Context: an optimization exercise on an open-source flow, tuned for small area, a short achievable clock period and few clock cycles per item. The choices shown serve that exercise and are no tape-out recipe. At most, simulation tests tie the RTL to the original design; equivalence was not proved. Only the layout flow was run in run 1; the RTL was not checked for function there. No activity file was given, so power comes from the tool's default toggle rates.

$ cat flow/design.v
module controller
(
    input [7:0] u,
    output [15:0] v
);
assign v[0] =
    (~u[7] & ~u[6] & ~u[5] & u[4] & u[1] & u[0]) |
    (u[6] & u[5] & ~u[4] & ~u[3] & ~u[2] & ~u[1] & u[0]) |
    (u[6] & u[5] & u[4] & ~u[3] & ~u[2] & u[1] & u[0]) |
    (u[5] & u[4] & u[3] & ~u[1] & ~u[0]) |
    (u[7] & ~u[5] & ~u[4] & u[3] & u[2]) |
    (~u[5] & u[4] & ~u[3] & ~u[2] & ~u[0]) |
    (u[7] & u[3] & ~u[2] & ~u[1] & u[0]) |
    (u[7] & u[5] & ~u[2] & ~u[1] & u[0]) |
    (~u[6] & ~u[4] & u[3] & ~u[2] & ~u[1]) |
    (~u[6] & ~u[5] & ~u[3] & ~u[2] & u[1]) |
    (~u[5] & ~u[4] & u[3] & ~u[2] & u[0]) |
    (u[6] & u[5] & u[3] & u[2] & u[0]) |
    (~u[7] & ~u[6] & u[5] & u[4] & ~u[3] & ~u[1]) |
    (~u[7] & ~u[6] & ~u[4] & ~u[3] & u[2] & ~u[0]) |
    (u[6] & ~u[5] & ~u[2] & u[1] & ~u[0]) |
    (u[7] & u[5] & ~u[3] & u[2] & u[1]) |
    (u[6] & ~u[4] & u[3] & u[1] & u[0]) |
    (u[6] & ~u[5] & ~u[3] & u[1] & ~u[0]) |
    (u[5] & u[4] & u[3] & u[2] & ~u[0]) |
    (u[6] & ~u[5] & u[4] & u[3] & ~u[1] & u[0]) |
    (~u[7] & ~u[6] & u[4] & u[2] & ~u[1] & ~u[0]) |
    (~u[7] & ~u[6] & u[3] & ~u[2] & u[1] & u[0]) |
    (~u[7] & ~u[5] & u[4] & ~u[3] & ~u[2] & ~u[1]) |
    (u[7] & u[5] & ~u[4] & ~u[2] & u[1] & ~u[0]) |
    (~u[7] & ~u[6] & u[5] & ~u[4] & u[2] & ~u[1] & u[0]) |
    (u[7] & ~u[5] & ~u[4] & u[1] & u[0]) |
    (u[6] & ~u[5] & u[4] & u[1] & ~u[0]) |
    (u[7] & ~u[5] & u[4] & ~u[3] & u[1] & ~u[0]) |
    (~u[7] & ~u[5] & ~u[4] & ~u[2] & u[1] & ~u[0]) |
    (~u[6] & u[5] & ~u[3] & u[2] & u[1] & ~u[0]) |
    (u[7] & u[4] & u[3] & ~u[2] & u[1] & ~u[0]) |
    (u[5] & u[4] & ~u[3] & u[2] & ~u[1] & u[0]) |
    (u[6] & ~u[5] & ~u[4] & ~u[3] & u[2] & u[1]) |
    (~u[7] & ~u[6] & u[5] & ~u[2] & ~u[1] & ~u[0]) |
    (~u[7] & u[5] & ~u[4] & ~u[3] & u[2] & ~u[1] & ~u[0]) |
    (~u[7] & ~u[5] & u[4] & u[3] & u[2] & ~u[1] & u[0]);
assign v[1] =
    (~u[7] & ~u[5] & ~u[3] & ~u[2] & u[1]) |
    (~u[7] & ~u[5] & u[3] & u[2] & u[0]) |
    (~u[7] & ~u[6] & u[5] & ~u[4] & u[3] & ~u[2]) |
    (u[6] & ~u[5] & u[4] & u[1] & ~u[0]) |
    (u[5] & u[4] & ~u[3] & u[2] & ~u[1] & ~u[0]) |
    (u[6] & u[5] & u[4] & ~u[3] & u[1] & u[0]) |
    (u[4] & u[3] & ~u[2] & ~u[1] & u[0]) |
    (u[7] & ~u[4] & ~u[3] & ~u[1] & u[0]) |
    (u[7] & u[5] & ~u[4] & ~u[3] & ~u[2]) |
    (~u[6] & ~u[4] & u[3] & ~u[1] & ~u[0]) |
    (~u[6] & ~u[5] & u[2] & ~u[1] & u[0]) |
    (u[6] & ~u[5] & ~u[4] & ~u[2] & ~u[1]) |
    (u[7] & ~u[5] & ~u[2] & u[1] & ~u[0]) |
    (~u[6] & u[4] & ~u[3] & ~u[2] & ~u[1] & ~u[0]) |
    (~u[7] & ~u[6] & ~u[4] & u[3] & ~u[0]) |
    (~u[7] & ~u[6] & u[5] & ~u[4] & ~u[1] & u[0]) |
    (~u[6] & ~u[5] & ~u[4] & u[2] & ~u[1]) |
    (u[6] & ~u[5] & ~u[4] & ~u[3] & u[0]) |
    (~u[4] & ~u[3] & ~u[2] & u[1] & ~u[0]) |
    (u[6] & ~u[4] & ~u[3] & ~u[2] & u[0]) |
    (u[7] & u[4] & u[3] & u[2] & ~u[0]) |
    (u[7] & ~u[5] & ~u[4] & u[3] & u[1] & u[0]) |
    (~u[6] & u[5] & u[4] & u[2] & u[1] & ~u[0]) |
    (u[7] & ~u[5] & u[4] & ~u[3] & u[1] & u[0]) |
    (u[7] & u[5] & u[4] & ~u[1]) |
    (u[6] & ~u[5] & ~u[4] & ~u[3] & u[1]) |
    (u[6] & ~u[5] & ~u[3] & ~u[2] & u[0]) |
    (~u[7] & ~u[6] & ~u[5] & ~u[3] & u[2] & ~u[1]) |
    (u[7] & ~u[5] & ~u[4] & ~u[3] & u[1] & ~u[0]) |
    (~u[6] & u[5] & u[4] & u[3] & u[1] & ~u[0]);
assign v[2] =
    (~u[5] & u[4] & ~u[3] & ~u[2] & ~u[1] & ~u[0]) |
    (~u[5] & u[4] & u[3] & u[2] & ~u[1] & ~u[0]) |
    (~u[5] & ~u[4] & u[3] & ~u[2] & u[1] & u[0]) |
    (u[6] & ~u[5] & u[3] & u[2] & ~u[0]) |
    (u[6] & ~u[5] & u[4] & ~u[1] & ~u[0]) |
    (u[6] & ~u[5] & u[4] & u[2] & u[1]) |
    (u[6] & u[5] & u[4] & ~u[3] & u[2] & ~u[1]) |
    (u[6] & u[4] & u[2] & ~u[0]) |
    (u[5] & u[4] & u[3] & ~u[2] & ~u[1] & u[0]) |
    (u[7] & u[5] & u[2] & ~u[1] & u[0]) |
    (u[7] & u[5] & u[3] & ~u[0]) |
    (~u[7] & ~u[6] & ~u[4] & ~u[3] & u[1]) |
    (u[7] & u[4] & ~u[3] & ~u[1]) |
    (~u[6] & u[4] & u[3] & ~u[2] & u[1]) |
    (~u[6] & u[5] & ~u[3] & ~u[2] & u[1]) |
    (u[7] & ~u[5] & ~u[4] & u[2] & ~u[0]) |
    (~u[7] & ~u[6] & ~u[4] & u[3] & u[2] & u[0]) |
    (~u[7] & ~u[5] & ~u[4] & ~u[3] & u[2] & u[0]) |
    (~u[6] & u[4] & ~u[3] & u[2] & u[1] & u[0]) |
    (u[7] & u[4] & ~u[3] & ~u[0]) |
    (u[7] & u[3] & ~u[2] & u[1]) |
    (u[7] & ~u[5] & ~u[3] & ~u[2] & ~u[1]) |
    (~u[7] & ~u[6] & u[5] & ~u[4] & ~u[3] & ~u[2]) |
    (~u[7] & ~u[5] & ~u[4] & ~u[3] & u[1] & ~u[0]) |
    (~u[7] & ~u[6] & u[5] & u[3] & ~u[1] & u[0]) |
    (u[6] & u[4] & ~u[3] & ~u[2] & u[1] & u[0]) |
    (u[7] & ~u[5] & ~u[4] & u[3] & ~u[1] & u[0]) |
    (u[7] & u[5] & u[1] & ~u[0]) |
    (u[7] & u[4] & ~u[2] & ~u[0]) |
    (u[7] & u[4] & u[2] & u[1] & u[0]) |
    (~u[6] & ~u[5] & u[3] & ~u[2] & u[1]) |
    (u[6] & ~u[5] & u[4] & ~u[3] & ~u[2] & ~u[1]) |
    (~u[6] & ~u[5] & ~u[4] & ~u[3] & u[2] & ~u[0]) |
    (u[5] & u[4] & u[3] & ~u[2] & u[1] & ~u[0]) |
    (u[6] & u[5] & ~u[4] & ~u[3] & ~u[2] & ~u[1] & ~u[0]);
assign v[3] =
    (~u[7] & ~u[6] & ~u[5] & ~u[3] & u[2] & u[1] & u[0]) |
    (~u[7] & ~u[6] & ~u[5] & u[4] & u[3] & ~u[1]) |
    (u[5] & ~u[4] & ~u[3] & ~u[2] & u[1] & u[0]) |
    (~u[6] & u[4] & u[2] & ~u[1] & u[0]) |
    (u[6] & ~u[5] & ~u[4] & ~u[3] & ~u[2]) |
    (u[6] & ~u[4] & u[2] & ~u[1]) |
    (u[6] & ~u[5] & ~u[4] & u[3] & u[2] & ~u[0]) |
    (u[6] & ~u[5] & ~u[3] & ~u[1] & ~u[0]) |
    (u[6] & u[5] & ~u[4] & u[0]) |
    (u[5] & u[4] & ~u[3] & u[2] & u[1] & ~u[0]) |
    (~u[7] & u[4] & ~u[3] & ~u[2] & ~u[1]) |
    (u[6] & u[4] & u[3] & u[1] & u[0]) |
    (u[7] & ~u[5] & ~u[4] & u[3] & ~u[1]) |
    (u[7] & ~u[5] & u[3] & u[1] & ~u[0]) |
    (~u[7] & u[5] & ~u[4] & ~u[2] & ~u[1] & ~u[0]) |
    (u[7] & u[5] & ~u[4] & ~u[3] & u[0]) |
    (~u[7] & ~u[6] & u[5] & u[4] & u[1] & ~u[0]) |
    (~u[7] & ~u[6] & u[5] & ~u[3] & u[2] & ~u[1]) |
    (~u[7] & ~u[6] & ~u[4] & u[3] & ~u[2] & ~u[0]) |
    (~u[6] & ~u[5] & ~u[4] & ~u[2] & ~u[1] & u[0]) |
    (u[7] & u[4] & u[3] & ~u[2] & u[0]) |
    (u[6] & ~u[5] & u[4] & ~u[2] & u[0]) |
    (~u[5] & ~u[4] & ~u[3] & u[2] & ~u[1] & ~u[0]) |
    (~u[7] & ~u[6] & u[4] & ~u[3] & u[1] & ~u[0]) |
    (u[7] & u[5] & u[4] & u[2]) |
    (u[6] & ~u[4] & ~u[1] & ~u[0]) |
    (u[7] & u[5] & ~u[3] & u[1] & u[0]) |
    (u[6] & u[5] & ~u[2] & ~u[1] & u[0]) |
    (~u[6] & u[5] & u[4] & u[3] & ~u[2] & u[1]) |
    (u[7] & u[5] & ~u[4] & ~u[3] & ~u[2] & ~u[1]) |
    (u[7] & ~u[5] & u[4] & ~u[2] & u[1] & ~u[0]) |
    (~u[7] & ~u[6] & ~u[5] & u[4] & u[2] & u[0]) |
    (u[7] & u[5] & u[3] & u[2] & ~u[1] & ~u[0]);
assign v[4] =
    (~u[7] & ~u[6] & ~u[4] & ~u[3] & ~u[2] & u[1]) |
    (~u[7] & ~u[6] & ~u[4] & ~u[3] & u[1] & u[0]) |
    (~u[7] & ~u[5] & ~u[4] & u[3] & u[2] & u[1] & ~u[0]) |
    (~u[7] & ~u[6] & u[4] & u[3] & ~u[2] & ~u[0]) |
    (u[6] & ~u[5] & u[2] & ~u[1] & u[0]) |
    (u[6] & u[5] & ~u[4] & ~u[2] & ~u[1]) |
    (u[6] & u[4] & u[3] & u[1] & u[0]) |
    (u[6] & u[4] & u[3] & u[2] & u[0]) |
    (u[7] & ~u[5] & ~u[3] & ~u[1] & ~u[0]) |
    (u[7] & ~u[5] & ~u[4] & u[3] & ~u[2] & ~u[0]) |
    (u[7] & u[5] & u[3] & ~u[1] & ~u[0]) |
    (~u[7] & ~u[6] & u[5] & ~u[3] & u[2]) |
    (u[6] & ~u[4] & u[3] & ~u[0]) |
    (u[5] & u[4] & ~u[3] & ~u[1] & ~u[0]) |
    (u[6] & u[3] & u[2] & u[1]) |
    (u[5] & ~u[4] & ~u[3] & u[1] & ~u[0]) |
    (u[6] & ~u[5] & u[4] & ~u[3] & u[1]) |
    (u[7] & u[4] & ~u[3] & u[1] & u[0]) |
    (u[7] & u[5] & ~u[4] & ~u[2] & ~u[1]) |
    (u[5] & ~u[3] & u[2] & u[1] & u[0]) |
    (u[7] & u[4] & u[3] & u[2] & u[0]) |
    (u[6] & u[3] & ~u[2] & ~u[1] & ~u[0]) |
    (~u[6] & u[4] & ~u[3] & ~u[1] & ~u[0]) |
    (u[6] & u[4] & ~u[3] & ~u[2] & ~u[1] & u[0]) |
    (~u[7] & ~u[6] & u[5] & ~u[4] & u[2] & u[0]) |
    (~u[7] & ~u[6] & ~u[4] & ~u[3] & ~u[2] & u[0]) |
    (~u[7] & ~u[6] & u[5] & ~u[4] & ~u[2] & u[1]) |
    (~u[7] & ~u[5] & u[3] & u[2] & ~u[1] & u[0]) |
    (~u[7] & ~u[6] & ~u[5] & ~u[4] & u[3] & ~u[2] & ~u[1]) |
    (u[7] & u[5] & u[4] & ~u[0]) |
    (u[6] & u[5] & ~u[4] & ~u[0]) |
    (u[6] & ~u[5] & u[2] & u[1] & ~u[0]) |
    (u[6] & u[5] & ~u[3] & ~u[2] & ~u[0]) |
    (u[7] & u[5] & u[3] & ~u[2] & u[0]) |
    (u[6] & ~u[5] & u[3] & u[1] & u[0]) |
    (~u[6] & u[5] & u[4] & u[2] & u[1] & ~u[0]) |
    (u[7] & ~u[5] & ~u[3] & ~u[2] & u[1] & u[0]) |
    (~u[6] & u[5] & u[4] & ~u[3] & u[1] & u[0]) |
    (~u[7] & ~u[6] & u[4] & ~u[3] & u[2] & ~u[0]) |
    (~u[7] & ~u[5] & u[4] & ~u[3] & ~u[2] & ~u[1] & u[0]);
assign v[5] =
    (~u[7] & ~u[6] & u[5] & ~u[3] & u[0]) |
    (~u[7] & ~u[6] & u[5] & ~u[1] & u[0]) |
    (~u[7] & u[5] & ~u[4] & u[3] & ~u[2] & u[1] & ~u[0]) |
    (~u[7] & ~u[6] & u[5] & ~u[4] & u[3] & u[2] & ~u[1]) |
    (u[6] & ~u[5] & ~u[3] & u[2] & u[0]) |
    (u[6] & ~u[4] & ~u[2] & ~u[1] & ~u[0]) |
    (u[6] & ~u[3] & ~u[2] & u[1] & ~u[0]) |
    (u[6] & ~u[5] & u[4] & u[3] & u[2]) |
    (u[6] & u[5] & u[4] & ~u[2] & u[1]) |
    (u[7] & ~u[5] & u[3] & ~u[2] & ~u[1] & u[0]) |
    (u[7] & ~u[5] & u[3] & ~u[2] & u[1] & ~u[0]) |
    (u[7] & ~u[5] & u[4] & ~u[2] & ~u[1]) |
    (u[5] & ~u[3] & ~u[2] & u[0]) |
    (u[7] & u[5] & ~u[2] & u[1] & u[0]) |
    (u[7] & u[5] & u[3] & u[2] & u[1] & ~u[0]) |
    (u[5] & u[4] & ~u[3] & u[1] & ~u[0]) |
    (~u[7] & ~u[6] & ~u[5] & ~u[3] & u[2] & ~u[1]) |
    (~u[6] & u[4] & u[3] & ~u[2] & ~u[1]) |
    (u[7] & u[4] & ~u[2] & u[0]) |
    (u[6] & u[5] & ~u[2] & ~u[0]) |
    (u[6] & ~u[5] & u[4] & ~u[1] & u[0]) |
    (~u[6] & u[5] & u[4] & ~u[3] & u[2]) |
    (u[6] & u[5] & ~u[4] & u[1] & ~u[0]) |
    (~u[7] & ~u[6] & ~u[4] & ~u[3] & ~u[2] & u[0]) |
    (~u[5] & u[4] & u[3] & u[2] & ~u[1] & ~u[0]) |
    (u[6] & u[5] & ~u[4] & u[3] & u[2] & u[0]) |
    (~u[5] & u[4] & u[3] & u[2] & u[1] & u[0]) |
    (~u[7] & ~u[6] & ~u[5] & ~u[4] & u[3] & u[2] & u[1]) |
    (~u[7] & ~u[6] & ~u[5] & ~u[4] & ~u[3] & u[1] & ~u[0]) |
    (u[7] & u[4] & ~u[3] & ~u[1] & u[0]) |
    (u[7] & ~u[3] & ~u[2] & u[1] & u[0]) |
    (~u[7] & ~u[6] & ~u[4] & u[2] & ~u[1] & u[0]) |
    (u[6] & ~u[5] & ~u[4] & ~u[3] & ~u[1] & ~u[0]) |
    (u[7] & ~u[5] & ~u[4] & ~u[3] & u[2] & u[1] & ~u[0]);
assign v[6] =
    (~u[7] & ~u[6] & ~u[5] & u[4] & ~u[2] & u[0]) |
    (u[6] & ~u[5] & ~u[3] & ~u[2] & u[1] & ~u[0]) |
    (u[6] & ~u[5] & u[3] & ~u[2] & ~u[1]) |
    (u[6] & u[5] & u[3] & ~u[2] & u[1]) |
    (u[6] & u[5] & u[4] & ~u[2] & u[0]) |
    (u[6] & u[5] & ~u[3] & u[2] & u[1] & ~u[0]) |
    (u[7] & ~u[5] & ~u[2] & u[1] & u[0]) |
    (u[7] & u[4] & ~u[2] & ~u[0]) |
    (u[7] & u[4] & ~u[3] & u[1]) |
    (u[7] & u[5] & ~u[2] & ~u[1] & u[0]) |
    (u[7] & u[5] & u[4]) |
    (~u[5] & ~u[4] & u[3] & u[2] & u[0]) |
    (~u[7] & ~u[6] & ~u[5] & u[2] & ~u[1] & ~u[0]) |
    (~u[7] & ~u[6] & u[4] & u[3] & u[2] & u[1]) |
    (~u[6] & ~u[5] & ~u[4] & u[3] & ~u[2] & ~u[0]) |
    (~u[7] & ~u[6] & u[5] & ~u[4] & ~u[3] & u[1]) |
    (u[7] & u[4] & u[3] & ~u[1]) |
    (~u[7] & ~u[5] & ~u[4] & ~u[3] & u[1] & ~u[0]) |
    (u[7] & u[5] & ~u[3] & u[2] & u[0]) |
    (u[6] & ~u[4] & u[3] & u[1] & u[0]) |
    (u[6] & ~u[5] & ~u[3] & u[2] & ~u[1] & u[0]) |
    (~u[7] & ~u[4] & u[3] & u[2] & ~u[1] & u[0]) |
    (u[7] & ~u[5] & ~u[4] & ~u[3] & u[2] & ~u[1]) |
    (~u[6] & ~u[5] & u[4] & u[2] & u[1] & ~u[0]) |
    (~u[6] & u[5] & ~u[4] & u[3] & u[2] & ~u[1] & ~u[0]) |
    (u[7] & u[5] & u[2] & u[1] & u[0]) |
    (u[5] & ~u[4] & ~u[3] & u[2] & u[1] & u[0]) |
    (u[6] & u[5] & u[4] & ~u[3] & ~u[1] & u[0]) |
    (u[6] & ~u[5] & ~u[4] & ~u[3] & ~u[2] & u[1]) |
    (u[6] & ~u[5] & u[4] & ~u[3] & u[2] & ~u[1]) |
    (~u[6] & u[5] & u[4] & u[3] & u[2] & u[0]) |
    (u[7] & u[5] & ~u[3] & ~u[2] & u[1] & ~u[0]) |
    (~u[7] & ~u[6] & u[5] & ~u[4] & ~u[2] & u[1] & u[0]);
assign v[7] =
    (~u[6] & ~u[5] & ~u[4] & u[2] & ~u[1] & ~u[0]) |
    (~u[7] & ~u[6] & ~u[4] & u[3] & ~u[1] & ~u[0]) |
    (~u[7] & ~u[6] & ~u[4] & u[3] & u[2] & ~u[1]) |
    (~u[7] & ~u[5] & u[4] & ~u[3] & u[2] & u[1] & ~u[0]) |
    (~u[7] & ~u[6] & ~u[5] & u[4] & u[3] & ~u[2] & u[1]) |
    (~u[7] & ~u[6] & ~u[5] & u[3] & u[2] & ~u[1] & ~u[0]) |
    (~u[7] & ~u[6] & u[5] & ~u[4] & ~u[2]) |
    (~u[6] & u[5] & u[4] & u[3] & u[2] & u[1]) |
    (~u[5] & ~u[4] & u[3] & u[2] & ~u[1] & ~u[0]) |
    (u[6] & ~u[4] & ~u[3] & ~u[1] & u[0]) |
    (u[6] & u[5] & u[4] & ~u[3] & u[1] & u[0]) |
    (u[6] & u[5] & u[4] & u[3] & ~u[2]) |
    (u[7] & ~u[5] & ~u[4] & ~u[3] & u[2]) |
    (u[7] & ~u[5] & ~u[4] & u[3] & ~u[2] & u[1]) |
    (u[7] & u[4] & ~u[3] & ~u[2] & u[1] & ~u[0]) |
    (u[7] & u[4] & u[3] & u[0]) |
    (u[7] & u[5] & u[3] & u[2] & u[1]) |
    (u[7] & u[5] & u[4]) |
    (u[6] & ~u[4] & u[3] & u[1] & u[0]) |
    (u[6] & u[4] & ~u[3] & ~u[2] & u[1]) |
    (~u[5] & u[4] & ~u[3] & u[2] & ~u[1] & u[0]) |
    (~u[6] & ~u[5] & ~u[4] & ~u[2] & u[1] & u[0]) |
    (u[7] & u[5] & ~u[3] & u[2] & ~u[1]) |
    (u[6] & ~u[5] & u[3] & u[1] & u[0]) |
    (u[7] & u[5] & u[3] & ~u[1] & u[0]) |
    (u[7] & ~u[5] & u[2] & u[1] & u[0]) |
    (u[6] & ~u[5] & ~u[3] & ~u[2] & ~u[1] & ~u[0]) |
    (u[6] & ~u[5] & ~u[4] & ~u[3] & u[2] & u[1]) |
    (u[5] & ~u[4] & u[3] & ~u[2] & ~u[1] & ~u[0]) |
    (u[6] & u[5] & ~u[4] & u[2] & u[1] & ~u[0]) |
    (~u[7] & ~u[6] & ~u[5] & u[4] & ~u[3] & ~u[2] & ~u[1]) |
    (u[6] & u[5] & ~u[2] & u[1] & u[0]) |
    (u[6] & u[4] & u[3] & ~u[2] & ~u[1] & ~u[0]) |
    (~u[6] & ~u[5] & ~u[4] & ~u[3] & u[1] & u[0]) |
    (~u[6] & u[5] & u[3] & u[2] & ~u[1] & u[0]) |
    (u[6] & ~u[5] & u[4] & u[2] & ~u[1] & u[0]) |
    (u[7] & u[5] & ~u[3] & ~u[2] & u[1] & ~u[0]);
assign v[8] =
    (~u[7] & ~u[6] & ~u[4] & ~u[3] & u[2] & u[0]) |
    (~u[7] & ~u[6] & ~u[5] & ~u[4] & u[2] & u[1]) |
    (~u[7] & ~u[6] & ~u[5] & u[4] & ~u[2] & ~u[1]) |
    (~u[7] & ~u[6] & ~u[5] & u[4] & u[3] & ~u[1] & ~u[0]) |
    (~u[6] & u[5] & u[4] & u[3] & u[2] & u[1]) |
    (u[6] & ~u[4] & ~u[3] & ~u[2] & u[1] & ~u[0]) |
    (u[6] & ~u[4] & u[3] & u[2] & ~u[0]) |
    (u[6] & u[5] & u[4] & ~u[3] & u[2] & ~u[0]) |
    (u[6] & u[4] & u[3] & ~u[2] & ~u[0]) |
    (u[5] & u[4] & u[3] & u[2] & u[0]) |
    (u[7] & ~u[5] & ~u[4] & ~u[3] & ~u[2] & ~u[1] & u[0]) |
    (u[7] & u[3] & ~u[2] & u[1] & u[0]) |
    (u[7] & ~u[4] & u[3] & u[2] & ~u[1] & u[0]) |
    (u[7] & u[4] & u[1] & u[0]) |
    (u[7] & u[5] & ~u[2] & u[1] & u[0]) |
    (u[7] & u[5] & u[4]) |
    (~u[6] & u[5] & ~u[4] & u[2] & ~u[1]) |
    (~u[7] & u[5] & ~u[4] & u[3] & ~u[2] & ~u[1]) |
    (u[7] & u[5] & u[3] & u[1]) |
    (u[6] & ~u[5] & ~u[4] & ~u[3] & ~u[2]) |
    (~u[6] & ~u[5] & u[4] & u[3] & ~u[2] & u[1]) |
    (u[7] & u[4] & u[2] & u[1]) |
    (u[6] & ~u[5] & ~u[3] & ~u[2] & u[1]) |
    (u[6] & ~u[5] & u[4] & u[3] & ~u[1] & u[0]) |
    (u[6] & u[5] & ~u[3] & ~u[2] & ~u[1] & u[0]) |
    (~u[7] & u[5] & ~u[4] & u[3] & ~u[2] & u[0]) |
    (u[7] & ~u[5] & ~u[4] & ~u[3] & u[2] & ~u[0]) |
    (u[6] & ~u[5] & ~u[3] & u[2] & ~u[1] & ~u[0]) |
    (~u[6] & ~u[5] & ~u[4] & u[3] & ~u[2] & ~u[1] & ~u[0]) |
    (u[5] & ~u[4] & ~u[3] & u[2] & ~u[1] & u[0]) |
    (~u[7] & ~u[6] & ~u[4] & ~u[3] & u[2] & u[1]) |
    (~u[6] & u[5] & ~u[4] & u[3] & ~u[2] & u[1]) |
    (u[6] & ~u[5] & u[4] & u[3] & u[1] & ~u[0]) |
    (u[6] & u[4] & ~u[3] & ~u[2] & u[1] & u[0]) |
    (u[6] & ~u[5] & ~u[4] & ~u[2] & u[1] & u[0]) |
    (u[6] & ~u[5] & ~u[4] & u[3] & u[2] & ~u[1]) |
    (u[7] & u[4] & ~u[3] & ~u[2] & ~u[1] & ~u[0]) |
    (~u[7] & ~u[6] & ~u[5] & ~u[3] & u[2] & u[1] & u[0]);
assign v[9] =
    (~u[6] & ~u[5] & u[4] & ~u[3] & ~u[2] & ~u[1] & ~u[0]) |
    (u[5] & ~u[4] & u[3] & u[2] & u[1] & u[0]) |
    (~u[6] & u[4] & u[3] & u[2] & u[1] & ~u[0]) |
    (u[6] & ~u[5] & ~u[4] & ~u[2] & ~u[0]) |
    (u[6] & ~u[5] & ~u[4] & u[3] & u[2] & u[0]) |
    (u[6] & ~u[5] & u[4] & ~u[2] & ~u[1] & u[0]) |
    (u[6] & ~u[5] & ~u[3] & u[2] & ~u[0]) |
    (u[6] & u[5] & u[4] & ~u[2] & u[1] & ~u[0]) |
    (u[7] & u[2] & u[1] & ~u[0]) |
    (u[7] & u[4] & u[2]) |
    (u[7] & u[5] & u[2] & u[1]) |
    (u[7] & u[5] & u[3]) |
    (u[7] & u[5] & u[4]) |
    (~u[6] & u[4] & ~u[3] & u[2] & u[0]) |
    (~u[6] & u[5] & u[4] & ~u[2] & u[0]) |
    (~u[7] & ~u[6] & u[5] & ~u[4] & ~u[3] & ~u[0]) |
    (~u[7] & ~u[6] & ~u[5] & ~u[4] & ~u[3] & u[0]) |
    (u[7] & ~u[4] & u[3] & u[1]) |
    (~u[7] & ~u[5] & u[4] & u[3] & ~u[2] & u[0]) |
    (u[6] & ~u[3] & u[2] & u[1] & ~u[0]) |
    (u[6] & u[5] & u[4] & u[2] & ~u[1] & u[0]) |
    (u[6] & u[5] & ~u[4] & ~u[3] & ~u[2] & u[0]) |
    (~u[7] & ~u[6] & u[5] & ~u[4] & ~u[1] & ~u[0]) |
    (u[7] & ~u[5] & ~u[4] & ~u[3] & ~u[2] & ~u[1]) |
    (u[6] & u[5] & u[3] & u[2] & ~u[1] & ~u[0]) |
    (~u[6] & ~u[4] & u[3] & ~u[2] & u[1] & ~u[0]) |
    (u[6] & u[5] & u[3] & ~u[2] & ~u[1] & u[0]) |
    (~u[7] & ~u[6] & ~u[5] & ~u[4] & u[3] & u[2] & ~u[0]) |
    (u[6] & ~u[5] & ~u[3] & u[1] & ~u[0]) |
    (u[7] & ~u[4] & u[3] & ~u[2] & u[0]) |
    (u[6] & ~u[5] & u[4] & u[2] & u[1] & ~u[0]) |
    (u[7] & ~u[5] & ~u[3] & u[2] & ~u[1] & u[0]) |
    (u[6] & ~u[4] & ~u[3] & ~u[2] & ~u[1] & ~u[0]) |
    (~u[7] & ~u[6] & u[4] & ~u[3] & u[1] & u[0]) |
    (u[6] & ~u[5] & ~u[4] & u[3] & u[1] & u[0]) |
    (u[5] & u[4] & ~u[3] & ~u[2] & u[1] & u[0]);
assign v[10] =
    (~u[7] & u[4] & u[3] & u[2] & u[1] & u[0]) |
    (~u[6] & u[5] & ~u[4] & ~u[1] & ~u[0]) |
    (~u[6] & u[5] & u[4] & ~u[3] & u[1]) |
    (u[6] & ~u[5] & ~u[4] & ~u[1] & ~u[0]) |
    (~u[5] & u[4] & ~u[3] & ~u[1] & u[0]) |
    (u[6] & ~u[5] & u[4] & ~u[3] & u[1] & ~u[0]) |
    (u[6] & u[5] & ~u[4] & ~u[3] & ~u[1]) |
    (u[6] & u[5] & ~u[4] & ~u[3] & u[2] & ~u[0]) |
    (u[6] & u[5] & u[4] & ~u[2] & ~u[1]) |
    (u[7] & ~u[4] & ~u[2] & ~u[1]) |
    (u[7] & ~u[4] & u[3] & ~u[2]) |
    (u[7] & u[4] & ~u[3] & u[1]) |
    (u[7] & u[5]) |
    (~u[6] & u[5] & u[1] & u[0]) |
    (~u[7] & ~u[5] & ~u[4] & ~u[3] & u[1] & u[0]) |
    (~u[7] & ~u[6] & ~u[5] & ~u[4] & u[1] & ~u[0]) |
    (u[6] & u[4] & ~u[2] & u[1] & ~u[0]) |
    (u[5] & u[4] & ~u[3] & u[1] & u[0]) |
    (u[6] & u[5] & ~u[4] & u[3] & ~u[2] & u[1]) |
    (~u[6] & ~u[5] & u[4] & ~u[3] & u[2] & ~u[1]) |
    (~u[7] & ~u[6] & ~u[5] & ~u[4] & u[3] & ~u[1] & u[0]) |
    (~u[7] & ~u[6] & ~u[5] & u[4] & u[3] & ~u[1] & ~u[0]) |
    (~u[6] & u[5] & u[4] & ~u[2] & u[1]) |
    (u[6] & u[4] & ~u[3] & ~u[2] & ~u[0]) |
    (u[7] & ~u[3] & u[2] & u[1] & u[0]) |
    (u[5] & ~u[4] & u[2] & ~u[1] & ~u[0]) |
    (u[6] & ~u[5] & u[4] & u[3] & u[1] & u[0]) |
    (u[6] & u[5] & u[4] & u[3] & u[2] & u[1]) |
    (~u[6] & u[5] & ~u[4] & u[3] & u[2] & ~u[0]) |
    (u[6] & ~u[5] & ~u[4] & u[3] & u[2] & ~u[1]) |
    (~u[7] & ~u[6] & ~u[5] & u[4] & ~u[2] & ~u[1] & u[0]);
assign v[11] =
    (~u[6] & ~u[5] & ~u[4] & ~u[3] & u[2]) |
    (~u[7] & ~u[6] & ~u[5] & ~u[4] & u[2] & ~u[0]) |
    (~u[7] & ~u[6] & u[4] & ~u[2] & u[1]) |
    (~u[6] & u[5] & ~u[2] & u[1]) |
    (~u[6] & u[5] & u[4] & ~u[2]) |
    (u[6] & ~u[5] & ~u[4] & ~u[2] & u[1]) |
    (u[6] & ~u[5] & u[4] & u[3] & u[2]) |
    (u[6] & u[5] & ~u[4] & ~u[2] & ~u[1]) |
    (u[6] & u[5] & ~u[3] & u[2] & u[1] & u[0]) |
    (u[7] & u[3] & ~u[2]) |
    (u[7] & u[4] & u[3]) |
    (u[7] & u[5]) |
    (~u[7] & ~u[5] & u[2] & ~u[1] & ~u[0]) |
    (u[6] & u[5] & u[4] & ~u[3] & u[2]) |
    (u[6] & u[5] & u[3] & ~u[2] & ~u[0]) |
    (~u[6] & u[5] & ~u[2] & u[0]) |
    (u[7] & ~u[4] & ~u[2] & u[1]) |
    (u[6] & ~u[4] & ~u[2] & ~u[1] & u[0]) |
    (~u[4] & u[3] & ~u[2] & u[1] & u[0]) |
    (~u[7] & ~u[5] & ~u[4] & u[3] & u[2] & ~u[1]) |
    (~u[7] & ~u[5] & u[4] & ~u[3] & u[2] & ~u[1]) |
    (~u[6] & u[5] & ~u[4] & u[2] & ~u[1] & ~u[0]) |
    (u[6] & u[5] & u[3] & ~u[2] & ~u[1]) |
    (u[6] & ~u[5] & u[4] & u[2] & ~u[0]) |
    (u[6] & ~u[5] & ~u[3] & ~u[2] & u[1] & u[0]) |
    (u[6] & u[5] & ~u[4] & u[3] & ~u[1] & ~u[0]);
assign v[12] =
    (~u[6] & u[4] & ~u[3] & u[2] & u[1]) |
    (~u[6] & u[5] & ~u[3] & u[2] & u[0]) |
    (~u[6] & u[5] & ~u[3] & u[2] & u[1]) |
    (u[5] & u[4] & ~u[3] & u[2]) |
    (u[6] & ~u[5] & ~u[4] & ~u[3] & u[2] & u[1]) |
    (u[6] & ~u[5] & u[4] & u[3]) |
    (u[6] & u[5] & ~u[3] & ~u[2] & ~u[1]) |
    (u[6] & u[5] & ~u[4] & u[3] & u[2] & u[1]) |
    (u[6] & u[5] & u[4] & ~u[3]) |
    (u[7] & u[3] & u[2]) |
    (u[7] & u[4]) |
    (u[7] & u[5]) |
    (~u[7] & ~u[6] & u[3] & ~u[2]) |
    (~u[7] & ~u[5] & ~u[4] & u[3] & ~u[1]) |
    (u[4] & u[3] & ~u[2] & ~u[1]) |
    (u[6] & ~u[5] & u[3] & ~u[2]) |
    (u[4] & u[3] & ~u[2] & ~u[0]) |
    (~u[5] & u[3] & u[2] & ~u[1] & ~u[0]) |
    (u[4] & ~u[3] & u[2] & u[1] & u[0]) |
    (~u[7] & ~u[6] & ~u[5] & ~u[4] & u[3] & ~u[0]) |
    (u[6] & ~u[4] & u[3] & u[2] & ~u[1] & u[0]) |
    (~u[6] & u[5] & ~u[4] & u[3] & ~u[1] & ~u[0]) |
    (u[6] & ~u[5] & ~u[4] & ~u[3] & u[2] & u[0]);
assign v[13] =
    (~u[5] & u[4] & ~u[1] & ~u[0]) |
    (~u[6] & u[5] & ~u[4] & u[3] & u[2] & u[0]) |
    (~u[6] & u[5] & ~u[4] & u[3] & u[2] & u[1]) |
    (~u[6] & u[4] & ~u[3]) |
    (~u[6] & u[4] & ~u[2]) |
    (u[6] & ~u[5] & u[3] & u[2] & u[1]) |
    (u[6] & u[5] & ~u[4] & ~u[3] & ~u[2] & ~u[1]) |
    (u[6] & u[4] & u[3] & u[2]) |
    (u[7]) |
    (u[6] & ~u[5] & u[4]) |
    (u[6] & u[4] & u[3] & u[1] & u[0]) |
    (~u[6] & ~u[4] & u[3] & u[2] & u[1] & u[0]);
assign v[14] =
    (~u[6] & ~u[5] & u[4] & u[3] & u[2] & u[0]) |
    (~u[6] & ~u[5] & u[4] & u[3] & u[2] & u[1]) |
    (u[7]) |
    (u[5] & ~u[3] & u[1]) |
    (u[6] & u[5] & u[3]) |
    (~u[6] & u[5] & ~u[4]) |
    (u[5] & u[4] & ~u[3]) |
    (~u[6] & u[5] & ~u[2]) |
    (u[6] & u[5] & u[2]);
assign v[15] =
    (u[5] & u[4] & u[3] & u[2]) |
    (u[6]) |
    (u[7]);
endmodule
module cordic_engine
#(
    parameter IO_BW=32
)
(
    clk,
    rst_n,
    phase,
    mode,
    pop,
    valid_in,
    valid_out,
    result
);
input   clk;
input   rst_n;
input   valid_in;
input   [IO_BW-1:0] phase;
input   [2:0] mode;
output  [IO_BW-1:0] result;
output reg valid_out;
output reg pop;
wire [9:0] p = phase[9:0];
wire dbl = (mode == 3'd2) | (mode == 3'd3) | (mode == 3'd4);    
wire zer = (mode > 3'd4);
function gt;
    input [9:0] a;
    input [9:0] k;
    integer i;
    begin
        gt = 1'b0;
        for (i = 0; i < 10; i = i + 1)
            gt = k[i] ? (a[i] & gt) : (a[i] | gt);
    end
endfunction
wire g1 = gt(p, 10'd90),  g2 = gt(p, 10'd180), g3 = gt(p, 10'd270), g4 = gt(p, 10'd360);
wire g5 = gt(p, 10'd450), g6 = gt(p, 10'd540), g7 = gt(p, 10'd630);
wire [2:0] r = {g4, (g2 & ~g4) | g6, (g1 & ~g2) | (g3 & ~g4) | (g5 & ~g6) | g7};
wire [7:0] pp = zer ? 8'd0 : dbl ? {p[6:0], 1'b0} : p[7:0];
reg       v1;
reg [7:0] pp1;
reg [2:0] r1, m1;
always @(posedge clk) begin
    if (!rst_n) begin
        v1  <= 1'b0;
        pop <= 1'b1;
    end else begin
        v1  <= valid_in;
        pop <= 1'b0;
    end
    pp1 <= pp;
    r1  <= r;
    m1  <= mode;
end
wire [5:0] la = {m1, r1};
wire [9:0] lut;
assign lut[0] = (~la[5] & ~la[4] & la[3] & ~la[1]) |
    (~la[5] & la[4] & ~la[0]) |
    (la[5] & ~la[4] & ~la[3] & la[0]) |
    (~la[5] & ~la[4] & ~la[3] & la[1]);
assign lut[1] = 1'b0;
assign lut[2] = (~la[5] & la[3]) |
    (~la[5] & la[4]);
assign lut[3] = (~la[5] & ~la[4] & ~la[2] & la[1]) |
    (~la[5] & ~la[4] & la[2] & ~la[1]) |
    (~la[5] & la[4] & ~la[1] & la[0]) |
    (~la[5] & la[4] & la[1] & ~la[0]) |
    (la[5] & ~la[4] & ~la[3] & ~la[1] & la[0]) |
    (la[5] & ~la[4] & ~la[3] & la[1] & ~la[0]);
assign lut[4] = (~la[5] & ~la[4] & ~la[3] & la[2]) |
    (~la[5] & ~la[4] & la[3] & ~la[1]) |
    (~la[5] & la[4] & ~la[2] & ~la[0]) |
    (~la[5] & la[4] & la[2] & la[0]) |
    (la[5] & ~la[4] & ~la[3] & ~la[2] & la[1]) |
    (~la[4] & ~la[3] & la[2] & ~la[1]);
assign lut[5] = (~la[5] & ~la[4] & ~la[3] & ~la[2] & la[1]) |
    (~la[5] & ~la[4] & la[3] & ~la[2] & ~la[1]) |
    (~la[5] & ~la[4] & la[3] & la[2] & la[1]) |
    (~la[5] & la[4] & ~la[2] & ~la[1] & ~la[0]) |
    (~la[5] & la[4] & la[2] & ~la[1] & la[0]) |
    (~la[5] & la[4] & la[2] & la[1] & ~la[0]) |
    (~la[5] & la[4] & ~la[2] & la[1] & la[0]) |
    (la[5] & ~la[4] & ~la[3] & ~la[1] & la[0]) |
    (la[5] & ~la[4] & ~la[3] & la[2] & ~la[1]) |
    (la[5] & ~la[4] & ~la[3] & la[2] & la[0]);
assign lut[6] = (~la[5] & ~la[4] & la[1]) |
    (~la[5] & la[4] & ~la[1] & la[0]) |
    (~la[5] & la[2] & la[1] & ~la[0]) |
    (la[5] & ~la[4] & ~la[3] & ~la[2] & la[0]) |
    (~la[4] & ~la[3] & la[2] & la[1] & ~la[0]) |
    (~la[5] & ~la[2] & la[1] & la[0]);
assign lut[7] = (~la[5] & ~la[4] & ~la[3] & la[2]) |
    (~la[5] & ~la[4] & la[3] & ~la[2] & ~la[1]) |
    (~la[5] & ~la[4] & la[2] & la[1]) |
    (~la[5] & la[4] & ~la[1] & ~la[0]) |
    (~la[5] & la[4] & ~la[2] & la[1] & la[0]) |
    (la[5] & ~la[4] & ~la[3] & la[1]) |
    (~la[5] & la[2] & la[1] & ~la[0]);
assign lut[8] = (~la[5] & ~la[4] & la[3] & ~la[1]) |
    (~la[5] & la[4] & ~la[0]) |
    (la[5] & ~la[4] & ~la[3] & la[0]) |
    (~la[5] & ~la[4] & ~la[3] & la[1]);
assign lut[9] = (~la[5] & ~la[4] & la[3] & ~la[2] & la[1]) |
    (~la[5] & ~la[4] & la[2] & ~la[1]) |
    (~la[5] & la[4] & ~la[3] & ~la[1] & ~la[0]) |
    (~la[5] & la[4] & ~la[3] & la[1] & la[0]) |
    (~la[5] & la[4] & la[3] & ~la[1] & la[0]) |
    (~la[5] & la[4] & la[3] & la[1] & ~la[0]) |
    (la[5] & ~la[4] & ~la[3] & la[1]) |
    (~la[5] & ~la[4] & ~la[3] & la[2]);
wire [7:0] u = (pp1 ^ {8{lut[8]}}) + lut[7:0];
reg       v2, inv2, sh2, m23_2, isx2;
reg [7:0] u2;
always @(posedge clk) begin
    if (!rst_n) v2 <= 1'b0;
    else        v2 <= v1;
    u2    <= u;
    inv2  <= lut[9] & ~((m1 == 3'd4) & (r1 == 3'd3) & (pp1 == 8'd208));
    sh2   <= (m1 == 3'd2) | (m1 == 3'd3) | (m1 == 3'd4);
    m23_2 <= (m1 == 3'd2) | (m1 == 3'd3);
    isx2  <= (m1 == 3'd1) | (m1 == 3'd2) | (m1 == 3'd3);
end
wire [15:0] t;
controller controller (.u(u2), .v(t));
wire sp = isx2 & (u2 == 8'd90);
reg        v3, inv3, sh3, m23_3;
reg [15:0] t3;
always @(posedge clk) begin
    if (!rst_n) v3 <= 1'b0;
    else        v3 <= v2;
    t3    <= {t[15:3], sp ? 3'b100 : t[2:0]};
    inv3  <= inv2;
    sh3   <= sh2;
    m23_3 <= m23_2;
end
reg  [14:0] r_lo;
reg         r15, rs;
always @(posedge clk) begin
    if (!rst_n) valid_out <= 1'b0;
    else        valid_out <= v3;
    r_lo <= (sh3 ? t3[15:1] : t3[14:0]) ^ {15{inv3}};
    r15  <= sh3 ? (m23_3 ^ inv3) : (t3[15] ^ inv3);
    rs   <= ~m23_3 & inv3;
end
assign result = {{16{rs}}, r15, r_lo};
endmodule
$ cat flow/run.sh
#!/bin/bash
# synth_recipe.tcl (not shown) runs the flow's synth.tcl, then flattens the netlist and writes it again
# the make line also repeats each setting of config.mk as NAME=value (left out here)
make -C /OpenROAD-flow-scripts/flow DESIGN_CONFIG=/design/flow/config.mk WORK_HOME=/design/flow/orfs CLKGATE_MAP_FILE= SYNTH_SCRIPT=/design/flow/synth_recipe.tcl finish
$ cat flow/config.mk
export PLATFORM = sky130hd
export DESIGN_NAME = cordic_engine
export DESIGN_NICKNAME = cordic_engine
export VERILOG_FILES = /design/flow/design.v
export SDC_FILE = /design/flow/constraint.sdc
export NUM_CORES = 4
export LEC_CHECK = 0
export ABC_AREA = 1
export CAP_MARGIN = 20
export CORE_MARGIN = 2
export CORE_UTILIZATION = 40
export PLACE_DENSITY = 0.6
export SETUP_SLACK_MARGIN = 3.9
export SLEW_MARGIN = 20
$ cat flow/constraint.sdc
create_clock -name core_clock -period 6.0 [get_ports {clk}]
set_input_delay 1.2000 -clock core_clock [delete_from_list [all_inputs] [get_ports {clk}]]
set_output_delay 1.2000 -clock core_clock [all_outputs]
set_load 0.01 [all_outputs]
==> results of run 1 <==
[per-layer routing]
layer | routed length (um) | up-vias | global-route usage, % | share of wire [%]
met3 | 6200 | 286 | 21.5 | 17
li1 | - | 3762 | - | -
met1 | 12500 | 3961 | 48.1 | 35
met4 | 3280 | 2 | 23.9 | 9.2
met5 | 74 | - | 2.65 | 0.21
met2 | 13500 | 896 | 54.1 | 38
[final cells by class]
type	count	area, um^2	area share [%]
diodes	2	5.00	0.0614
clock buffers	9	225	2.76
clock inverters	7	83.8	1.03
inverters	112	468	5.74
multi-input cells	865	4650	57.1
flip-flops and latches	67	1390	17.0
well taps	216	270	3.32
repair buffers	114	1050	12.9
[flip-flops by register name, indices dropped and copies added, names as in the netlist]
signal	flops
t3	16
r_lo	15
pp1	8
u2	8
m1	3
r1	3
inv2	1
inv3	1
isx2	1
m23_2	1
m23_3	1
pop	1
r15	1
rs	1
sh2	1
sh3	1
v1	1
v2	1
v3	1
valid_out	1
[stage by stage]
stage / cell area [um^2] / setup WS, ns
after floorplan: 6480 / 3.91
after global placement: 6880 / 3.09
after detailed placement: 6880 / 3.18
after CTS: 7570 / 3.73
after global routing: 8140 / 3.72
final: 8150 / 3.73
[power breakdown]
group | switching (mW) | internal [mW]
clock network | 0.205 | 0.328
registers | 0.138 | 0.617
logic | 2.32 | 0.869
[synthesized netlist by cell type, types with 2 or more instances]
cell type	n
nor2_2	20
mux2i_1	2
xnor2_1	4
o21ai_0	88
xor2_1	22
o21ai_1	5
nand2_1	286
buf_2	13
nand3b_1	3
nor2_1	153
dfxtp_1	67
o2111ai_1	11
inv_1	89
buf_6	11
o21a_1	4
ha_1	7
nand4_1	19
o31ai_1	2
clkbuf_1	7
buf_4	27
nand2_4	4
nor4_1	8
nor3_1	38
nand3_2	3
a31oi_1	2
inv_4	3
o211ai_1	8
o221ai_1	2
inv_2	19
o22ai_1	9
nor2_4	6
a21oi_1	42
nand3_1	77
a211oi_1	5
nand2_2	22
[cells by family (layout without fill, tap and decap cells)]
logic type | Yosys count | count (layout) | share of synthesized area, %
XOR/XNOR | 26 | 26 | 3.53
multiplexers | 2 | 2 | 0.310
other | 0 | 2 | 0
AND/OR/NAND/NOR | 645 | 646 | 44.6
AO/OA/AOI/OAI | 184 | 184 | 16.3
flip-flops | 67 | 67 | 20.8
buffers and inverters | 170 | 242 | 13.1
adder cells (fa/ha/maj) | 7 | 7 | 1.36
[what timing repair did]
| action | in CTS | in global routing |
|---|---|---|
| setup endpoints to repair | 62 | 54 |
| buffers inserted | 18 | 37 |
| pin swaps | 6 | 33 |
| resized for setup | 206 | 100 |
| gates cloned | 0 | 3 |
[path summary, 6_finish.rpt]
| path | to | slack [ns] | depth (start not counted) |
|---|---|---|---|
| min | m23_3 | 0.33 | 0 |
| max | t3[9] | 3.73 | 9 |
| min reg2reg | m23_3 | 0.33 | 0 |
| max reg2reg | t3[9] | 3.73 | 9 |
==> results.ini, run 1 <==
[outcome]
outcome = no timing/DRC/antenna violations

[place]
numPortBuffers = 49
dp_cells = 1316
place_congestion = 1.14
hpwl_um = 24700

[critical_path]
max_stage_delay_ns = 0.42
crit_chain = inv_4 -> nand2_2 -> inv_2 -> nand2_2 -> o21ai_0 -> nor3_1 -> nand3_1 -> nor2_1 -> nand3_1
cp.required_ns = 6.17
path_delay_family = simple AND/OR/NAND/NOR gates
worstPathArrival_ns = 2.44
crit_type = reg -> reg
cp-end-kind = flop
crit_fanout = 13
critPathLaunchType = flop
crit_buf_inv = 2
reg2reg_from = u2[3]
cp_slowest_cell = dfxtp_4
startpoint = u2[3]

[power_and_ir_drop]
cellPowerDensity_nw_per_um2 = 549
irDropWorstVdd_uv = 305
power_mw = 4.48
power.leakage_nw = 3.82

[grt]
grt_pass1_vias = 7854
gr-usage-all-layers_pct = 39.6
grt_first_pass_wirelength_um = 48900
globalRouteOverflowTotal = 0
antenna_found_initial = 1
grt_max_degree = 34

[cts]
htreeDepth = 3
cts_buffer_depth = 2
clkSinkCount = 67
cts_root_buf = clkbuf_16
cts_buffers = 9
ctsHoldBuffers = 0
cts_tree = yes
worstSkewPairLatency_ns = 0.33
clk_pin_slew_ns = 0.06

[layout]
stdcell_count = 1392
area_delta_synth_final_pct = 26.2
finalNetCount = 1214
layout_commonest_cell = nand2_1
final_util_pct = 51.5
n_fill_cell = 1635
final_cell_mix = nand2_1, nor2_1, inv_1, o21ai_0, nand3_1
drive_above_1_share_pct = 23.8

[die]
row_count = 46
die-area_um2 = 17200
core_um2 = 15800
die_w_um = 131
die_h_um = 131
io-pin-count = 72
initial_core_util_pct = 40.8

[job]
max-cap-violations = 0

[sta]
fin_crit_sh_pct = 37.9
setup_tns_ns = 0
drv_slew = 0
timing.fmax_mhz = 440
skew_ns = 0.00850
whs_ns = 0.328
tightest_slew_ns = 0.839
grt_setup_unrepaired = yes
period_needed_ns = 2.27
slew_headroom_pct = 44.0
final_hold_viol_count = 0
setup_viol_count_final = 0

[hold_path]
worstHoldStart = m23_2
hold_class = reg -> reg

[yosys]
ys.flop_type = dfxtp_1
synth_top_area_cell = dfxtp_1
synth.area.top_cells = dfxtp_1, nand2_1, nor2_1, o21ai_0, nand3_1
yosysUniqueCellTypes = 48
yosysTopAreaCellShare_pct = 20.8
synth_seq_cells = 67
yosysSeqAreaShare_pct = 20.8
async_flop_share_pct = 0
syn_area_um2 = 6450
synth_edf_count = 0
syn_nets = 1146
synth_warnings = 1
synthCells = 1101
syn_area_per_cell_um2 = 5.86

[detailed_routing]
vias_per_cell = 6.40
drc = 0
dr.pass1.iters = 10
wl_per_cell_um = 25.6
postRouteAntennaNets = 0
vias = 8907
drt_wl_total_um = 35600
drtIter0Drc = 1748

==> run 2: changes to the inputs <==
--- a/flow/design.v
+++ b/flow/design.v
@@ -500,6 +500,7 @@
 output reg pop;
 wire [9:0] p = phase[9:0];
 wire dbl = (mode == 3'd2) | (mode == 3'd3) | (mode == 3'd4);    
+wire m23 = (mode == 3'd2) | (mode == 3'd3);
 wire zer = (mode > 3'd4);
 function gt;
     input [9:0] a;
@@ -515,7 +516,10 @@
 wire g5 = gt(p, 10'd450), g6 = gt(p, 10'd540), g7 = gt(p, 10'd630);
 wire [2:0] r = {g4, (g2 & ~g4) | g6, (g1 & ~g2) | (g3 & ~g4) | (g5 & ~g6) | g7};
 wire [7:0] pp = zer ? 8'd0 : dbl ? {p[6:0], 1'b0} : p[7:0];
-reg       v1;
+wire sp = ((mode == 3'd1) & ((p == 10'd90) | (p == 10'd270) | (p == 10'd450) | (p == 10'd630))) |
+          (m23 & ((p == 10'd45)  | (p == 10'd135) | (p == 10'd225) | (p == 10'd315) |
+                  (p == 10'd405) | (p == 10'd495) | (p == 10'd585) | (p == 10'd675)));
+reg       v1, sp1, x1;
 reg [7:0] pp1;
 reg [2:0] r1, m1;
 always @(posedge clk) begin
@@ -529,6 +533,8 @@
     pp1 <= pp;
     r1  <= r;
     m1  <= mode;
+    sp1 <= sp;
+    x1  <= (mode == 3'd4) & (p == 10'd360);
 end
 wire [5:0] la = {m1, r1};
 wire [9:0] lut;
@@ -587,26 +593,25 @@
     (la[5] & ~la[4] & ~la[3] & la[1]) |
     (~la[5] & ~la[4] & ~la[3] & la[2]);
 wire [7:0] u = (pp1 ^ {8{lut[8]}}) + lut[7:0];
-reg       v2, inv2, sh2, m23_2, isx2;
+reg       v2, inv2, sh2, m23_2, sp2;
 reg [7:0] u2;
 always @(posedge clk) begin
     if (!rst_n) v2 <= 1'b0;
     else        v2 <= v1;
     u2    <= u;
-    inv2  <= lut[9] & ~((m1 == 3'd4) & (r1 == 3'd3) & (pp1 == 8'd208));
+    inv2  <= lut[9] & ~x1;
     sh2   <= (m1 == 3'd2) | (m1 == 3'd3) | (m1 == 3'd4);
     m23_2 <= (m1 == 3'd2) | (m1 == 3'd3);
-    isx2  <= (m1 == 3'd1) | (m1 == 3'd2) | (m1 == 3'd3);
+    sp2   <= sp1;
 end
 wire [15:0] t;
 controller controller (.u(u2), .v(t));
-wire sp = isx2 & (u2 == 8'd90);
 reg        v3, inv3, sh3, m23_3;
 reg [15:0] t3;
 always @(posedge clk) begin
     if (!rst_n) v3 <= 1'b0;
     else        v3 <= v2;
-    t3    <= {t[15:3], sp ? 3'b100 : t[2:0]};
+    t3    <= {t[15:3], sp2 ? 3'b100 : t[2:0]};
     inv3  <= inv2;
     sh3   <= sh2;
     m23_3 <= m23_2;
==> run 2 against run 1 <==
  * Still clean on timing, DRC and antenna
  * Synthesized cell count is 5.0% higher
  * Count of clock-buffer cells in the layout unchanged
  * Critical path depth grew 3
  * Power rose by 5.1%
  * Non-clock buffer count is 7 lower
  * Sequential share of layout area about the same
  * Clock power is 9.6% higher
  * Via count grew 5.9%
==> results.ini, run 2 <==
[critical_path]
critPathMostFrequentCell = nand2_4
path_delay_family = simple AND/OR/NAND/NOR gates
cp-end-kind = flop
cp.required_ns = 6.22
crit_buf_inv = 1
max_stage_delay_ns = 0.37
ff2ff_path_depth = 12
cp_slowest_cell = dfxtp_4
critPathLaunchType = flop
crit_type = reg -> reg
cp.depth = 12
crit_fanout = 5
crit_chain = buf_6 -> nor2_4 -> nand2_4 -> nand2_4 -> nor2_8 -> xnor2_2 -> ha_1 -> a21oi_1 -> nand2_1 -> a21oi_2 -> o21ai_2 -> xor2_1
worstPathArrival_ns = 2.51

[sta]
fin_crit_sh_pct = 38.0
timing.fmax_mhz = 438
drv_slew = 0
grt_setup_unrepaired = yes
whs_ns = 0.332
fin_ws_ns = 3.72
skew_ns = 0.00627
period_needed_ns = 2.28
final_hold_viol_count = 0
setup_viol_count_final = 0
setup_tns_ns = 0
tightest_slew_ns = 0.884
slew_headroom_pct = 41.0

[die]
die_w_um = 132
row_count = 46
io-pin-count = 72
die-area_um2 = 17300
initial_core_util_pct = 41.0
core_um2 = 15900
die_h_um = 132

[place]
dp_cells = 1374
postPlaceCellArea_um2 = 6990
hpwl_um = 25300
numPortBuffers = 49
place_congestion = 1.16
dp_worst_setup_slack_ns = 3.20

[yosys]
syn_nets = 1201
synth_top_family_by_area = simple AND/OR/NAND/NOR gates
yosysUniqueCellTypes = 41
synthMuxAreaShare_pct = 0.307
synth_xor_area_share_pct = 3.50
synth_edf_count = 0
async_flop_share_pct = 0
syn_area_per_cell_um2 = 5.64
synthCells = 1156
synth.area.top_cells = dfxtp_1, nand2_1, nor2_1, o21ai_0, nand3_1
synth_fa_ha_area_share_pct = 1.34
synth_seq_cells = 69
synth_most_common_cell = nand2_1
yosysSeqAreaShare_pct = 21.2
synth-compound-area-share_pct = 16.5
ys.flop_type = dfxtp_1
synth_common_cells = nand2_1, nor2_1, inv_1
syn_area_um2 = 6510
synth_top_area_cell = dfxtp_1
yosys.area_share.simple_pct = 44.2
synth_warnings = 1
yosysTopAreaCellShare_pct = 21.2

[cts]
cts_tree = yes
htreeDepth = 3
cts_buffer_depth = 2
clk_pin_slew_ns = 0.06
clkSinkCount = 69
ctsHoldBuffers = 0
worstSkewPairLatency_ns = 0.34
cts_buffers = 9
cts_root_buf = clkbuf_16

[layout]
diodes = 0
top_register = t3
drive_above_1_share_pct = 22.5
area_delta_synth_final_pct = 27.9
stdcell_count = 1432
finalNetCount = 1256
final_util_pct = 52.4
final_cell_area_um2 = 8330
final_cell_mix = nand2_1, nor2_1, o21ai_0, inv_1, nand3_1
largest_register_ffs = 16
n_fill_cell = 1634
layout_commonest_cell = nand2_1
top_regs = t3 (16), r_lo (15)

[power_and_ir_drop]
power_mw = 4.70
cellPowerDensity_nw_per_um2 = 565
power.leakage_nw = 3.88
irDropWorstVdd_uv = 244

[hold_path]
hold_class = reg -> reg
holdPathStages = 0

[detailed_routing]
postRouteAntennaNets = 0
drt_wl_total_um = 38300
vias_per_cell = 6.59
wl_per_cell_um = 26.7
dr.pass1.iters = 9
highest_layer = met4
wl_met1_um = 13500
drtIter0Drc = 2006
met2_length_um = 14700
drc = 0
vias = 9436
wl_met3_um = 6700

[grt]
grt_max_degree = 35
grt_pass1_vias = 8389
grt_first_pass_wirelength_um = 52900
globalRouteOverflowTotal = 0
antenna_found_initial = 0
gr-usage-all-layers_pct = 40.8

[job]
max-cap-violations = 0

[outcome]
outcome = no timing/DRC/antenna violations

run 2: area by class of cell:
type | instances | area, um^2 | share of cell area, %
Inverter | 114 | 460 | 5.53
Clock inverter | 7 | 104 | 1.25
Sequential cell | 69 | 1420 | 17.0
Multi-Input combinational cell | 910 | 4820 | 57.9
Timing Repair Buffer | 107 | 1030 | 12.3
Tap cell | 216 | 270 | 3.24
Clock buffer | 9 | 225 | 2.70
run 2: report_power, final:
part | switching, mW | internal, mW | total, mW
registers | 0.135 | 0.624 | 0.759
logic | 2.44 | 0.920 | 3.36
clock network | 0.215 | 0.370 | 0.584
run 2: timing repair:
action,4_1_cts,5_1_grt
gates cloned,3,2
gates resized for setup,238,151
endpoints found under the setup margin,66,58
pin swaps,18,29
buffers inserted,18,19
run 2: kinds of logic (layout without fill, tap and decap cells):
logic type                 count (synthesis)  in the layout
muxes                                      2              2
xor gates and xnor gates                  26             26
AOI/OAI and AO/OA                        190            190
adders and majority gates                  7              7
and+or+nand+nor                          684            685
buffers and inverters                    178            237
DFF                                       69             69
run 2: worst reg2reg max path, delay by kind of cell, from the launching register on:
family / cells / cell delay, ns
compound gates: 3 / 0.45
xor+xnor: 2 / 0.29
fa+ha+maj: 1 / 0.32
buf+inv: 1 / 0.13
flops: 1 / 0.37
simple gates: 5 / 0.63
run 2: worst paths after layout:
path | startpoint | to | slack [ns]
min | sh2 | sh3 | 0.33
min reg2reg | sh2 | sh3 | 0.33
max reg2reg | m1[2] | u2[6] | 3.72
max | m1[2] | u2[6] | 3.72
run 2: metal layers:
| metal | vias up | GRT usage [%] |
|---|---|---|
| li1 | 3924 | - |
| met1 | 4198 | 50.6 |
| met2 | 997 | 56.9 |
| met3 | 317 | 21.5 |
| met4 | 0 | 20.8 |
| met5 | - | 1.75 |
Testbench counts of run 2, summed over its fixed seeds: cycles 16,032, items 16,000.

what the ideal ports hide:
The flow's constraints put no driver on any port. The routed layouts listed below were extracted and timed again, unchanged, in two steps. Step 1 (the two cells are an assumption about what drives the block):
set clk [get_ports {clk}]
set_driving_cell -lib_cell sky130_fd_sc_hd__clkbuf_16 $clk
set_driving_cell -lib_cell sky130_fd_sc_hd__buf_2 [delete_from_list [all_inputs] $clk]
Step 2 also shifts input and output timing later by t, the mid clock arrival at the registers, as if the neighbouring blocks saw the same clock. a / b / c = ideal ports / drivers / drivers and shift; a / b = the first two.
| run | t (ns) | setup WS [ns] | worst setup path after step 2 | latest minus earliest clock arrival (ns) | worst data-port slew with drivers (ns) |
|---|---|---|---|---|---|
| run 1 | 0.364 | 3.726 / 3.715 / 3.607 | input to register | 0.008 / 0.009 | 0.03 |
| run 2 | 0.372 | 3.718 / 3.718 / 3.625 | input to register | 0.007 / 0.007 | 0.03 |
After both steps every run listed still meets setup and hold. The setup slack of run 1, which loses most, moves by -0.011 ns with the drivers and by -0.119 ns with both steps.
